Background: an optimization exercise with open tools, aiming at a short achievable clock period and few clock cycles. Do not read the settings as production practice. The RTL was checked by simulation tests, not by an equivalence proof against the original design. Power and IR drop assume default switching activity.

**flow/run.sh**
```bash
#!/bin/bash
# synth_recipe.tcl (not shown) runs the flow's synth.tcl, then flattens the netlist and writes it again
# the make line also repeats each setting of config.mk as NAME=value (left out here)
make -C /OpenROAD-flow-scripts/flow DESIGN_CONFIG=/design/flow/config.mk WORK_HOME=/design/flow/orfs CLKGATE_MAP_FILE= SYNTH_SCRIPT=/design/flow/synth_recipe.tcl finish
```
**flow/config.mk**
```make
export PLATFORM = sky130hd
export DESIGN_NAME = RISC_V_Processor
export DESIGN_NICKNAME = RISC_V_Processor
export VERILOG_FILES = /design/flow/design.v
export SDC_FILE = /design/flow/constraint.sdc
export NUM_CORES = 4
export LEC_CHECK = 0
export CAP_MARGIN = 20
export CORE_MARGIN = 2
export CORE_UTILIZATION = 45
export PLACE_DENSITY = 0.6
export SETUP_SLACK_MARGIN = 1.5
export SLEW_MARGIN = 20
```
**flow/constraint.sdc**
```tcl
create_clock -name core_clock -period 13.0 [get_ports {clk}]
set_input_delay 2.6000 -clock core_clock [delete_from_list [all_inputs] [get_ports {clk}]]
set_output_delay 2.6000 -clock core_clock [all_outputs]
set_load 0.01 [all_outputs]
```
**flow/design.v**
```verilog
module adder(
	input [63:0] a,
	input [63:0] b,
	output reg [63:0] out
);
always @(*)
begin
  out = a + b;
end
endmodule
module mux1(
	input [63:0] a,
	input [63:0] b,
	input sel,
	output [63:0] data_out
);
assign data_out = sel ? b : a;
endmodule
module instruction_parser(
	input [31:0] ins,
	output [6:0] opcode,
	output [4:0] rd,
	output [2:0] func3,
	output [4:0] rs1,
	output [4:0] rs2,
	output [6:0] func7
);
assign opcode = ins[6:0];
assign rd = ins[11:7];
assign func3 = ins[14:12];
assign rs1 = ins[19:15];
assign rs2 = ins[24:20];
assign func7 = ins[31:25];
endmodule
module Control_Unit
(
    input [6:0] Opcode,
    output reg [1:0] ALUOp,
    output reg Branch,MemRead,MemtoReg,MemWrite,ALUSrc,Regwrite
);
always @(*)
begin
    case (Opcode)
    7'b0110011:
        begin
        ALUSrc = 1'b0;
        MemtoReg = 1'b0;
        Regwrite = 1'b1;
        MemRead = 1'b0;
        MemWrite = 1'b0;
        Branch = 1'b0;
        ALUOp = 2'b10;
        end
    7'b0000011:
        begin
        ALUSrc = 1'b1;
        MemtoReg = 1'b1;
        Regwrite = 1'b1;
        MemRead = 1'b1;
        MemWrite = 1'b0;
        Branch = 1'b0;
        ALUOp = 2'b00;
        end
    7'b0100011:
        begin
        ALUSrc = 1'b1;
        MemtoReg = 1'b0;
        Regwrite = 1'b0;
        MemRead = 1'b0;
        MemWrite = 1'b1;
        Branch = 1'b0;
        ALUOp = 2'b00;
        end
    7'b1100011:
        begin
        ALUSrc = 1'b0;
        MemtoReg = 1'b0;
        Regwrite = 1'b0;
        MemRead = 1'b0;
        MemWrite = 1'b0;
        Branch = 1'b1;
        ALUOp = 2'b01;
        end
	7'b0_01_00_11 : 
		begin
		ALUSrc = 1;
		MemtoReg = 0;
		Regwrite = 1;
		MemRead = 0;
		MemWrite = 0;
		Branch = 0;
		ALUOp = 2'b00;
		end
	default :
		begin
		ALUSrc = 1'b0;
		MemtoReg = 1'b0;
		Regwrite = 1'b0;
		MemRead = 1'b0;
		MemWrite = 1'b0;
		Branch = 1'b0;
		ALUOp = 2'b00;
		end
    endcase
end
endmodule
module ALU_Control
(
    input [1:0] ALUOp,
    input [3:0] Funct,
    output reg [3:0] Operation
);
always@(*)
begin
    Operation = 4'b0010;
    case(ALUOp)
        2'b00:
            begin
		Operation = 4'b0010;  
            end
        2'b01:
            begin
            Operation = 4'b0110;
            end
        2'b10:
            begin
            case(Funct)
            4'b0000:  
                begin
                Operation = 4'b0010;
                end
            4'b1000:  
                begin
                Operation = 4'b0110;
                end
            4'b0111:  
                begin
                Operation = 4'b0000;
                end
            4'b0110:  
                begin
                Operation = 4'b0001;
                end
            default: Operation = 4'b0010;
            endcase
            end
        default: Operation = 4'b0010;
    endcase
end
endmodule
module ImmGen(
	input [31:0] ins,
	output reg [63:0] data
);
always @(*)
begin
case (ins[6:5])
	2'b00 : data = {{52{ins[31]}},ins[31:20]};
	2'b01 : data = {{52{ins[31]}},{ins[31:25],ins[11:7]}};
	default : data = {{52{ins[31]}},{ins[31],ins[7],ins[30:25],ins[11:8]}};
endcase	
end
endmodule
module alu_64(
	input [63:0] a, 
    input [63:0] b,
    input [3:0] ALUOp,
	output reg [63:0] Result,
	output reg ZERO
);
always @ (*)
begin
    case(ALUOp)
    4'b0000 :
        begin
        Result = a&b;
        end
    4'b0001 :
        begin
        Result = a|b;
        end
    4'b0010 :
        begin
        Result = a+b;
        end
    4'b0110:
        begin
        Result = a-b;
        end
    4'b1100:
        begin
        Result = ~(a|b);
        end
    default : Result = 0;
endcase
  	if (Result == 64'd0)
		ZERO = 1'b1;
	else
		ZERO = 1'b0;
	end
endmodule
module registerFile(
	input [63:0] WriteData,
	input [4:0] RS1,
	input [4:0] RS2,
	input [4:0] RD,
	input RegWrite, clk, reset,
	output reg [63:0] ReadData1,
	output reg [63:0] ReadData2
);
reg [63:0] Registers [31:1];
always @(posedge clk)
    if(RegWrite && !reset && RD != 5'd0)
        begin
        Registers[RD] <= WriteData;
        end
always @(*)
    if(reset)
        begin
        ReadData1 = 64'b0;
        ReadData2 = 64'b0;
        end
    else
        begin
        ReadData1 = (RS1 == 5'd0) ? 64'b0 : Registers[RS1];
        ReadData2 = (RS2 == 5'd0) ? 64'b0 : Registers[RS2];
        end
endmodule
module pc_counter(
	input [63:0] PC_In,
	input reset,clk,
	output reg [63:0] PC_Out
);
always @(posedge reset or posedge clk)
begin
  if (reset)
      PC_Out <= 0;
 else
      PC_Out <= PC_In;
end
endmodule
module RISC_V_Processor(
	input clk,
	input reset,
	output [63:0] imem_addr,
	input  [31:0] imem_data,
	output [63:0] dmem_addr,
	output [63:0] dmem_wdata,
	output        dmem_we,
	output        dmem_re,
	input  [63:0] dmem_rdata
);
wire [63:0] out;   
wire [63:0] b1;   
wire [63:0] out1;   
wire [3:0] Operation;
wire [3:0] functx;
wire [1:0] ALUOp;   
wire Branch,MemRead,MemtoReg,MemWrite,ALUSrc,Regwrite;
wire [63:0] Read_Data;
wire [63:0] data;   
assign b1 = data << 1;
wire [31:0] Instruction;   
wire [6:0] opcode;    
wire [4:0] rd;
wire [2:0] func3;
wire [4:0] rs1;
wire [4:0] rs2;
wire [6:0] func7;
wire sel;
wire [63:0] data_out;   
wire [63:0] data_out1;   
wire [63:0] Result;
wire ZERO;
wire [4:0] RS1;
wire [4:0] RS2;
wire [4:0] RD;
wire [63:0] ReadData1;
wire [63:0] ReadData2;
wire [63:0] data_out2;   
wire [63:0] PC_Out;    
wire [63:0] b;               
assign b = 64'd4;
wire GE = ($signed(ReadData1) >= $signed(ReadData2));
assign sel = Branch & (func3[2] ? GE : ZERO);
assign functx = {Instruction[30] ,Instruction[14:12]};
	adder adder1(
	.a(PC_Out),.b(b),
	.out(out)
	);
	mux1 muxAdder(
	.a(out),
	.b(out1),
	.sel(sel),
	.data_out(data_out)
	);
	adder adder2(
	.a(PC_Out),
	.b(b1),
	.out(out1)
	);
	assign imem_addr = PC_Out;
	assign Instruction = imem_data;
	instruction_parser ins_par(
	.ins(Instruction),
	.opcode(opcode),
	.rd(rd),
	.func3(func3),
	.rs1(rs1),
	.rs2(rs2),
	.func7(func7)
	);
	Control_Unit ctrl_unit(
	.Opcode(opcode),
	.ALUOp(ALUOp),
	.Branch(Branch),
	.MemRead(MemRead),
	.MemtoReg(MemtoReg),
	.MemWrite(MemWrite),
	.ALUSrc(ALUSrc),
	.Regwrite(Regwrite)
	);
	registerFile reg_file(
	.WriteData(data_out2),
	.RS1(rs1),.RS2(rs2),
	.RD(rd),
	.RegWrite(Regwrite),
	.clk(clk),
	.reset(reset),
	.ReadData1(ReadData1),
	.ReadData2(ReadData2)
	);
	mux1 muxRegister(
	.a(ReadData2),
	.b(data),
	.sel(ALUSrc),
	.data_out(data_out1)
	);
	ALU_Control  alu_ctrl(
	.ALUOp(ALUOp),
	.Funct(functx),
	.Operation(Operation)
	);
	assign dmem_addr = Result;
	assign dmem_wdata = ReadData2;
	assign dmem_we = MemWrite & ~reset;
	assign dmem_re = MemRead;
	assign Read_Data = dmem_rdata;
	ImmGen Imm(
	.ins(Instruction),
	.data(data)
	);  
	alu_64 alu64(
	.a(ReadData1),
	.b(data_out1),
	.ALUOp(Operation),
	.Result(Result),
	.ZERO(ZERO)
	);
	mux1 mux3(
	.a(Result),
	.b(Read_Data),
	.sel(MemtoReg),
	.data_out(data_out2)
	);
	pc_counter pc(
	.PC_In(
	data_out),
	.reset(reset),
	.clk(clk),
	.PC_Out(PC_Out)
	);
endmodule
```
==> flow_summary.ini <==
[synthesis]
synth-seq-cells = 2047
postSynthAreaPerCell_sq_um = 14.03
syn_nets = 8179
synth-xor-area-share_pct = 1.687
synth_top_family_by_area = multiplexers
synth_top_cell_area_share_pct = 53.86
ys.flop_type = edfxtp_1
synth_edf_count = 1984
synth_compound_area_share_pct = 9.984
yosys-mux-area-fraction_pct = 20.21
synth-simple-area-share_pct = 6.953
synth-async-reset-ratio_pct = 3.078
synth_area_sq_um = 110600
synthTopCellsByArea = edfxtp_1 (54%), mux4_2 (13%), mux2i_1 (6.3%)
synthAdderAreaFrac_pct = 2.590
syn_inst = 7884
yosys_warnings = 7
ys_types = 112
yosysSeqAreaShare_pct = 55.29
yosys.area.top_type = edfxtp_1

[cts]
clock_latency_ps = 920
cts_buffers = 210
cts.reportedPaths.clkPinSlew_ps = 60
clock_tree.buffer_depth = 3
cts_root_buffer = clkbuf_16
cts_sinks = 2047
cts_tree = done
htreeDepth = 4

[setup_path]
cp.arrival_ps = 9210
cp.required_ps = 10400
crit_path_max_fanout = 6
start_kind = input pin
slowest_stage = a22oi_2
r2r-start = reg_file.Registers[26][0]
timing_worst_setup_path_type = input pin to output port
critPathMaxStageDelay_ps = 600
crit_path_end_kind = output port
startpoint = imem_data[20]

[route]
routed-via-count = 84737
antenna_left = 0
first_pass_iters = 7
routed_via_density = 7.041
wl_per_cell_microns = 39.37
dr.first_iter.drc_count = 14172
wirelength_mm = 473.8
drc_errors = 0

[cells_and_area]
layout-drive-gt1-share_pct = 25.19
finish.instance_area_sq_um = 130500
area_growth_pct = 18.03
nets = 8907
final_core_util_pct = 53.23

[power_and_ir_drop]
power_density_nw_per_um2 = 141.8
peakVddDrop_v = 0.0001494
p_leak_nw = 46.09

[placement]
gp_congestion = 1.005
placed_cell_area_sq_um = 120700
port_buffers = 290
dpl.hpwl_mm = 309.6

[global_routing]
grt_pass1_vias = 79832
grt_pass1_wl_mm = 643.5
grt_use_total_pct = 36.98
grt_max_degree = 96
antenna_found_initial = 37
grt.overflow.total = 0

[timing]
final.min_clock_period_ps = 11810
fin_skew_ps = 97.08
period_share_pct = 90.82
drv_slew = 0
slew_headroom_pct = 15.87
tightest_slew_ps = 1259
finalHoldViolations = 0
setup_viol = 0
max_freq_mhz = 84.70
rsz0062_at_grt = true

[floorplan]
rows = 182
io_pins = 292
dieArea_sq_um = 249800
start_util_pct = 45.10
die_w_microns = 499.8
die_height_microns = 499.8
fp.coreArea_sq_um = 245300

[run]
drv_cap = 0

[run_status]
status = timing/DRC/antenna clean

[min_path]
worstHoldStart = pc.PC_Out[1]
worstHoldPathType = flop to flop
==> Yosys cell counts (99+ instances only) <==
master	count
edfxtp_1	1984
mux2i_1	700
mux4_2	640
nor2_1	514
nand2_1	478
a21oi_1	368
clkbuf_1	237
o21ai_0	217
ha_1	195
inv_1	162
o22ai_1	150
nand3_1	115
xnor2_1	115
a211oi_1	114
buf_2	103
nor3_1	99
==> registers in the layout, indices dropped and copies added, names as in the netlist <==
signal	cells
reg_file.Registers	1984
pc.PC_Out	63
==> power by group <==
group,switching (mW),internal (mW),leakage [nW],total (mW)
registers,0.117,7.82,18.7,7.94
logic,2.75,1.52,23.9,4.27
clock network,2.74,3.57,3.46,6.30
total,5.60,12.9,46.1,18.5
==> kinds of logic (layout without fill, tap and decap cells) <==
kind of cell,after synthesis,count (layout)
compound gates,1626,1626
xor+xnor,213,213
fa+ha+maj,235,235
buf+inv,707,1614
flops,2047,2047
mux,1420,1420
other cells,1,24
simple gates,1635,1636
==> final timing paths <==
| check | cells after the start | end | slack [ps] |
|---|---|---|---|
| min reg2reg | 1 | pc.PC_Out[1] | 540 |
| min in group asynchronous | 6 | pc.PC_Out[53] | 2660 |
| max reg2reg | 38 | pc.PC_Out[52] | 3600 |
| max | 31 | dmem_addr[63] | 1190 |
| min | 1 | pc.PC_Out[1] | 540 |
| max in group asynchronous | 7 | pc.PC_Out[8] | 9250 |
==> cell type report <==
class	count	area (sq um)
tap	3220	4029
inverter	166	624.3
timing repair buffer	1056	9771
sequential	2047	61150
clock buffer	252	5443
antenna	23	57.56
multi-input combinational	5131	47780
fill	20107	114700
clock inverter	140	1688
==> metal layers <==
| layer | share of wire, % | vias up | global-route usage, % |
|---|---|---|---|
| li1 | - | 33243 | - |
| met1 | 36 | 43200 | 49.24 |
| met2 | 43 | 7016 | 53.57 |
| met3 | 16 | 1254 | 13.41 |
| met4 | 5.6 | 24 | 18.01 |
| met5 | 0.050 | - | 0 |
==> per-stage QoR <==
stage | setup TNS (ps) | setup slack [ps] | hold WS, ps | cells | power (mW)
3_3_place_gp | -490.8 | -282.9 | 512.7 | 11512 | 11.99
6_report | 0 | 1194 | 542.4 | 12035 | 18.51
5_1_grt | 0 | 1055 | 573.1 | 12013 | 18.97
2_1_floorplan | 0 | 1527 | 554.3 | 7884 | 10.18
4_1_cts | 0 | 1405 | 557.3 | 11972 | 18.31
3_5_place_dp | -516.7 | -282.7 | 517.4 | 11513 | 12.03
==> cells in the final DEF, fill, tap and decap left out, types with 38 or more instances in the layout <==
cell,netlist,final
xnor2_1,115,115
nand4_1,62,62
o21ai_0,217,184
mux2i_1,700,697
nor2_2,1,41
nor2_4,0,46
a31oi_1,55,49
a221oi_1,75,70
clkinv_2,0,39
a21oi_1,368,325
a21oi_2,3,42
clkdlybuf4s50_1,0,253
xor2_1,98,98
clkbuf_1,237,39
dfrtp_1,63,63
o221ai_1,67,64
ha_1,195,191
nand3_1,115,109
mux2_2,75,75
inv_1,162,156
buf_12,8,38
clkinv_1,3,45
a21o_1,94,93
clkbuf_16,0,211
nor2_1,514,428
a211oi_1,114,97
a22oi_1,97,94
and3_1,44,38
o22ai_1,150,138
mux4_2,640,640
nor2b_1,58,51
nor3_1,99,75
edfxtp_1,1984,1984
nand2_1,478,470
buf_4,69,683
==> critical path, delay by kind of cell <==
family                     cells  cell delay, ps
adders and majority gates      2             560
buffers and inverters          4             420
AOI/OAI and AO/OA             12            2470
and+or+nand+nor               10            2270
xor gates and xnor gates       1             180
muxes                          2             680
==> repair_timing <==
action / CTS / global route
gates cloned: 11 / 1
buffers inserted: 56 / 39
setup endpoints to repair: 103 / 40
hold buffers: 0 / 0
gates resized for setup: 223 / 168
pin swaps: 79 / 68
Testbench counts, summed over its fixed seeds: cycles 61,358.

[afterwards: timing with drivers on the ports]
How much do the figures lean on ideal ports? The routed layout below was timed once more, with nothing changed but the port constraints.
Step 1, drivers: a clkbuf_16 drives clk and a buf_2 each remaining input, both assumed.
Step 2, shift: input delay + t, output delay - t, t = (earliest + latest rising clock arrival at the registers) / 2. This alone moves slack from input paths to output paths.
Three values: no drivers, after step 1, after step 2; two values: the first two.
t, ns: 0.970
setup slack, ns: 1.194 / 1.105 / 0.878
worst setup path after step 2: input to register
After both steps setup and hold are still met in this run. The setup slack of this run moves by -0.089 ns with the drivers and by -0.316 ns with both steps.
